What follows belongs to an exercise in optimizing a design on an open flow for small area; a production flow would make more cautious choices. Function was checked by simulation only, so behaviour that the tests miss may differ from the original. Power is estimated from default activity; no workload was simulated.

==> flow/design.v (excerpt) <==
module c7bifu (
   input              clk,
   input              resetn,
   output [31:0]      ifu_icu_addr_ic1,
   output             ifu_icu_req_ic1,
   input              icu_ifu_ack_ic1,
   input              icu_ifu_data_valid_ic2,
   input  [63:0]      icu_ifu_data_ic2,
   input              exu_ifu_except,
   input  [31:0]      exu_ifu_isr_addr,
   input              exu_ifu_branch,
   input  [31:0]      exu_ifu_brn_addr,
   input              exu_ifu_ertn,
   input  [31:0]      exu_ifu_ert_addr,
   input              exu_ifu_stall,
   output             ifu_exu_vld_d,
   output [31:0]      ifu_exu_pc_d,
   output [4:0]       ifu_exu_rs1_d,
   output [4:0]       ifu_exu_rs2_d,
   output [4:0]       ifu_exu_rd_d,
   output             ifu_exu_wen_d,
   output [31:0]      ifu_exu_imm_shifted_d,
   output             ifu_exu_alu_vld_d,
   output [5:0]       ifu_exu_alu_op_d,  
   output             ifu_exu_alu_a_pc_d, 
   output [31:0]      ifu_exu_alu_c_d,
   output             ifu_exu_alu_double_word_d,
   output             ifu_exu_alu_b_imm_d,
   output             ifu_exu_lsu_vld_d,
   output [6:0]       ifu_exu_lsu_op_d,  
   output             ifu_exu_lsu_double_read_d,
   output             ifu_exu_bru_vld_d,
   output [3:0]       ifu_exu_bru_op_d,  
   output [31:0]      ifu_exu_bru_offset_d,
   output             ifu_exu_mul_vld_d,
   output             ifu_exu_mul_signed_d,
   output             ifu_exu_mul_double_d,
   output             ifu_exu_mul_hi_d,
   output             ifu_exu_mul_short_d,
   output             ifu_exu_csr_vld_d,
   output [13:0]      ifu_exu_csr_raddr_d,  
   output             ifu_exu_csr_xchg_d,
   output             ifu_exu_csr_wen_d,
   output [13:0]      ifu_exu_csr_waddr_d,  
   output             ifu_exu_ertn_vld_d,
   output             ifu_exu_exc_vld_d,
   output [5:0]       ifu_exu_exc_code_d
);
For scale: roughly 1,400 cells after synthesis, roughly 210 flip-flops, ~410 I/O pins.
export LEC_CHECK = 0
export CAP_MARGIN = 20
export CORE_MARGIN = 2
export CORE_UTILIZATION = 40
export SLEW_MARGIN = 20
create_clock -name core_clock -period 12.0 [get_ports {clk}]
standard.sh (not shown) runs the stock make flow with config.mk's settings and CLKGATE_MAP_FILE= SYNTH_SCRIPT=/design/flow/synth_recipe.tcl, a recipe that flattens the netlist after the stock synthesis.
==> flow/flow/run.sh <==
#!/bin/bash
# Standard layout, except that the port buffers use the smallest buffer cell.
set -euo pipefail
export BUFFER_PORTS_ARGS="-buffer_cell sky130_fd_sc_hd__buf_1"
bash standard.sh > standard.log 2>&1
Edit:
==> flow/flow/run.sh (replaced) <==
#!/bin/bash
# Layout flow: the standard synthesis, then an area-oriented re-mapping of
# the combinational logic (registers untouched), then the standard layout with
# the smallest buffer cell on the ports and a clock tree of small buffers.
set -euo pipefail
RES=orfs/results/sky130hd/c7bifu/base
LIB=$FLOW_HOME/platforms/sky130hd/lib/sky130_fd_sc_hd__tt_025C_1v80.lib

bash standard.sh synth > synth.log 2>&1

cp $RES/1_2_yosys.v $RES/1_2_yosys.std.v
DONT_USE=$(grep -oE 'cell \("sky130_fd_sc_hd__(lpflow|probe)[a-z0-9_]*' $LIB | sed 's/cell ("/-dont_use /' | tr '\n' ' ')
sed -e "s#@LIB@#$LIB#g" -e "s#@DONT_USE@#$DONT_USE#g" -e "s#@IN@#$RES/1_2_yosys.std.v#g" \
    -e "s#@OUT@#$RES/1_2_yosys.v#g" -e "s#@ABC@#flow/remap.abc#g" flow/remap.ys.in > remap.ys
yosys -l remap.log -q remap.ys > /dev/null

export BUFFER_PORTS_ARGS="-buffer_cell sky130_fd_sc_hd__buf_1"
export CTS_ARGS="-sink_clustering_enable -repair_clock_nets -buf_list {sky130_fd_sc_hd__clkbuf_8} -sink_clustering_size 18 -sink_clustering_max_diameter 80 -dont_use_dummy_load"
bash standard.sh > layout.log 2>&1
==> flow/flow/remap.abc (new file) <==
strash
&get -n
&deepsyn -T 120
&put
&get -n
&st
&dch
&nf -R 1000
&put
==> flow/flow/remap.ys.in (new file) <==
# Re-map the combinational cells of the standard synthesis for area.
# Registers (and the tie cell) stay as they are, with their names.
read_liberty -ignore_miss_func -overwrite @LIB@
read_verilog @IN@
hierarchy -top c7bifu
blackbox sky130_fd_sc_hd__dfrtp_1 sky130_fd_sc_hd__dfxtp_1 sky130_fd_sc_hd__edfxtp_1 sky130_fd_sc_hd__conb_1
flatten
opt_clean
abc -liberty @LIB@ @DONT_USE@ -script @ABC@
opt_clean -purge
hilomap -singleton -hicell sky130_fd_sc_hd__conb_1 HI -locell sky130_fd_sc_hd__conb_1 LO
insbuf -buf sky130_fd_sc_hd__buf_4 A X
splitnets
opt_clean -purge
stat -liberty @LIB@
write_verilog -noattr -nohex -nodec @OUT@
CORE_UTILIZATION = 60   (was 40)
Result: Area after synthesis goes down by about 13%. Worst setup slack is worse by 690 ps. Synthesized cell count goes down by 9.8%. Die area goes down by about 40%. Power goes down by about 22%.


Starting RTL as in the previous note.
## c7bifu
module c7bifu (
   input              clk,
   input              resetn,
   output [31:0]      ifu_icu_addr_ic1,
   output             ifu_icu_req_ic1,
   input              icu_ifu_ack_ic1,
   input              icu_ifu_data_valid_ic2,
   input  [63:0]      icu_ifu_data_ic2,
   input              exu_ifu_except,
   input  [31:0]      exu_ifu_isr_addr,
   input              exu_ifu_branch,
   input  [31:0]      exu_ifu_brn_addr,
   input              exu_ifu_ertn,
   input  [31:0]      exu_ifu_ert_addr,
   input              exu_ifu_stall,
   output             ifu_exu_vld_d,
   output [31:0]      ifu_exu_pc_d,
   output [4:0]       ifu_exu_rs1_d,
   output [4:0]       ifu_exu_rs2_d,
   output [4:0]       ifu_exu_rd_d,
   output             ifu_exu_wen_d,
   output [31:0]      ifu_exu_imm_shifted_d,
   output             ifu_exu_alu_vld_d,
   output [5:0]       ifu_exu_alu_op_d,  
   output             ifu_exu_alu_a_pc_d, 
   output [31:0]      ifu_exu_alu_c_d,
   output             ifu_exu_alu_double_word_d,
   output             ifu_exu_alu_b_imm_d,
   output             ifu_exu_lsu_vld_d,
   output [6:0]       ifu_exu_lsu_op_d,  
   output             ifu_exu_lsu_double_read_d,
   output             ifu_exu_bru_vld_d,
   output [3:0]       ifu_exu_bru_op_d,  
   output [31:0]      ifu_exu_bru_offset_d,
   output             ifu_exu_mul_vld_d,
   output             ifu_exu_mul_signed_d,
   output             ifu_exu_mul_double_d,
   output             ifu_exu_mul_hi_d,
   output             ifu_exu_mul_short_d,
   output             ifu_exu_csr_vld_d,
   output [13:0]      ifu_exu_csr_raddr_d,  
   output             ifu_exu_csr_xchg_d,
   output             ifu_exu_csr_wen_d,
   output [13:0]      ifu_exu_csr_waddr_d,  
   output             ifu_exu_ertn_vld_d,
   output             ifu_exu_exc_vld_d,
   output [5:0]       ifu_exu_exc_code_d
);
==> flow/config.mk <==
export PLATFORM = sky130hd
export DESIGN_NAME = c7bifu
export DESIGN_NICKNAME = c7bifu
export VERILOG_FILES = /design/flow/design.v
export SDC_FILE = /design/flow/constraint.sdc
export NUM_CORES = 4
export LEC_CHECK = 0
export CAP_MARGIN = 5
export CORE_MARGIN = 2
export CORE_UTILIZATION = 40
export SLEW_MARGIN = 5
==> flow/constraint.sdc <==
create_clock -name core_clock -period 12.0 [get_ports {clk}]
set_input_delay 2.4000 -clock core_clock [delete_from_list [all_inputs] [get_ports {clk}]]
set_output_delay 2.4000 -clock core_clock [all_outputs]
set_load 0.01 [all_outputs]
==> flow/flow/run.sh <==
#!/bin/bash
# Layout flow: the standard synthesis, then an area-oriented re-mapping of
# the combinational logic (registers untouched), then the standard layout with
# the smallest buffer cell on the ports and a clock tree of small buffers.
set -euo pipefail
RES=orfs/results/sky130hd/c7bifu/base
LIB=$FLOW_HOME/platforms/sky130hd/lib/sky130_fd_sc_hd__tt_025C_1v80.lib

bash standard.sh synth > synth.log 2>&1

cp $RES/1_2_yosys.v $RES/1_2_yosys.std.v
DONT_USE=$(grep -oE 'cell \("sky130_fd_sc_hd__(lpflow|probe)[a-z0-9_]*' $LIB | sed 's/cell ("/-dont_use /' | tr '\n' ' ')
sed -e "s#@LIB@#$LIB#g" -e "s#@DONT_USE@#$DONT_USE#g" -e "s#@IN@#$RES/1_2_yosys.std.v#g" \
    -e "s#@OUT@#$RES/1_2_yosys.v#g" -e "s#@ABC@#flow/remap.abc#g" flow/remap.ys.in > remap.ys
yosys -l remap.log -q remap.ys > /dev/null

export BUFFER_PORTS_ARGS="-buffer_cell sky130_fd_sc_hd__buf_1"
export CTS_ARGS="-sink_clustering_enable -repair_clock_nets -buf_list {sky130_fd_sc_hd__clkbuf_8} -sink_clustering_size 18 -sink_clustering_max_diameter 80 -dont_use_dummy_load"
bash standard.sh > layout.log 2>&1
==> flow/flow/remap.abc <==
strash
&get -n
&deepsyn -T 120
&put
&get -n
&st
&dch
&nf -R 1000
&put
==> flow/flow/remap.ys.in <==
# Re-map the combinational cells of the standard synthesis for area.
# Registers (and the tie cell) stay as they are, with their names.
read_liberty -ignore_miss_func -overwrite @LIB@
read_verilog @IN@
hierarchy -top c7bifu
blackbox sky130_fd_sc_hd__dfrtp_1 sky130_fd_sc_hd__dfxtp_1 sky130_fd_sc_hd__edfxtp_1 sky130_fd_sc_hd__conb_1
flatten
opt_clean
abc -liberty @LIB@ @DONT_USE@ -script @ABC@
opt_clean -purge
hilomap -singleton -hicell sky130_fd_sc_hd__conb_1 HI -locell sky130_fd_sc_hd__conb_1 LO
insbuf -buf sky130_fd_sc_hd__buf_4 A X
splitnets
opt_clean -purge
stat -liberty @LIB@
write_verilog -noattr -nohex -nodec @OUT@
The baseline completed with no timing, DRC or antenna violations.
==> next run, changes <==
==> flow/flow/run.sh (replaced) <==
#!/bin/bash
# Standard layout, except: port buffers use the smallest buffer cell, and the
# clock tree uses small clock buffers and no dummy loads.
set -euo pipefail
export BUFFER_PORTS_ARGS="-buffer_cell sky130_fd_sc_hd__buf_1"
export CTS_ARGS="-sink_clustering_enable -repair_clock_nets -buf_list {sky130_fd_sc_hd__clkbuf_4 sky130_fd_sc_hd__clkbuf_8} -dont_use_dummy_load"
bash standard.sh > standard.log 2>&1
--- a/flow/config.mk
+++ b/flow/config.mk
@@ -7,5 +7,5 @@
 export LEC_CHECK = 0
-export CAP_MARGIN = 5
+export CAP_MARGIN = 20
 export CORE_MARGIN = 2
 export CORE_UTILIZATION = 40
-export SLEW_MARGIN = 5
+export SLEW_MARGIN = 20
removed: flow/flow/remap.abc
removed: flow/flow/remap.ys.in
- cell area grows by 12%
- setup slack is better by 0.69 ns
- wire length grows by 17%
- power grows by 21%
- utilization shrinks by 0.54 points
==> next run, changes <==
==> flow/flow/run.sh (replaced) <==
#!/bin/bash
# Layout flow: the standard synthesis, then an area-oriented re-mapping of
# the combinational logic (registers untouched), then the standard layout with
# the smallest buffer cell on the ports and a clock tree of small buffers.
set -euo pipefail
RES=orfs/results/sky130hd/c7bifu/base
LIB=$FLOW_HOME/platforms/sky130hd/lib/sky130_fd_sc_hd__tt_025C_1v80.lib

bash standard.sh synth > synth.log 2>&1

cp $RES/1_2_yosys.v $RES/1_2_yosys.std.v
DONT_USE=$(grep -oE 'cell \("sky130_fd_sc_hd__(lpflow|probe)[a-z0-9_]*' $LIB | sed 's/cell ("/-dont_use /' | tr '\n' ' ')
sed -e "s#@LIB@#$LIB#g" -e "s#@DONT_USE@#$DONT_USE#g" -e "s#@IN@#$RES/1_2_yosys.std.v#g" \
    -e "s#@OUT@#$RES/1_2_yosys.v#g" -e "s#@ABC@#flow/remap.abc#g" flow/remap.ys.in > remap.ys
yosys -l remap.log -q remap.ys > /dev/null

export BUFFER_PORTS_ARGS="-buffer_cell sky130_fd_sc_hd__buf_1"
export CTS_ARGS="-sink_clustering_enable -repair_clock_nets -buf_list {sky130_fd_sc_hd__clkbuf_8} -sink_clustering_size 18 -sink_clustering_max_diameter 80 -dont_use_dummy_load"
bash standard.sh > layout.log 2>&1
==> flow/flow/remap.abc (new file) <==
strash
&get -n
&deepsyn -T 120
&put
&get -n
&st
&dch
&nf -R 1000
&put
==> flow/flow/remap.ys.in (new file) <==
# Re-map the combinational cells of the standard synthesis for area.
# Registers (and the tie cell) stay as they are, with their names.
read_liberty -ignore_miss_func -overwrite @LIB@
read_verilog @IN@
hierarchy -top c7bifu
blackbox sky130_fd_sc_hd__dfrtp_1 sky130_fd_sc_hd__dfxtp_1 sky130_fd_sc_hd__edfxtp_1 sky130_fd_sc_hd__conb_1
flatten
opt_clean
abc -liberty @LIB@ @DONT_USE@ -script @ABC@
opt_clean -purge
hilomap -singleton -hicell sky130_fd_sc_hd__conb_1 HI -locell sky130_fd_sc_hd__conb_1 LO
insbuf -buf sky130_fd_sc_hd__buf_4 A X
splitnets
opt_clean -purge
stat -liberty @LIB@
write_verilog -noattr -nohex -nodec @OUT@
--- a/flow/config.mk
+++ b/flow/config.mk
@@ -10,2 +10,3 @@
 export CORE_UTILIZATION = 40
+export GPL_TIMING_DRIVEN = 0
 export SLEW_MARGIN = 20
Flip-flop and latch count stays the same.
Area after synthesis went down by 12%.
Global-route usage falls by 0.80 points.
Design area is lower by about 6.5%.
Via count drops by about 4.3%.
Final cell count shrinks by 1.8%.

==> static timing again, ports no longer ideal <==
The results above use ideal ports. As a check the final layouts listed here were re-extracted and re-timed, cells and wires unchanged.
Step 1, drivers: a clkbuf_16 drives clk and a buf_2 each remaining input, both assumed.
Step 2 adds t to the input delays and takes it off the output delays; t is the mean of the earliest and latest rising clock arrival at the registers after step 1. Input paths then give back, and output paths get back, about the clock's delay inside the block.
Three values: ideal ports, drivers, drivers and shift; two values: the first two.
| run | t, ns | slack for setup (ns) | hold slack, ns |
|---|---|---|---|
| the first run of note 1 | 0.546 | 3.447 / 3.399 / 3.499 | 0.493 / 0.493 / 0.493 |
| the second run of note 1 | 0.529 | 2.755 / 2.713 / 3.242 | 0.489 / 0.489 / 0.489 |
| the first run of note 2 | 0.543 | 2.772 / 2.724 / 3.267 | 0.468 / 0.468 / 0.468 |
| the second run of note 2 | 0.543 | 3.459 / 3.416 / 3.471 | 0.493 / 0.493 / 0.493 |
| the third run of note 2 | 0.551 | 2.514 / 2.465 / 3.016 | 0.466 / 0.466 / 0.466 |
After both steps every run listed still meets setup and hold.
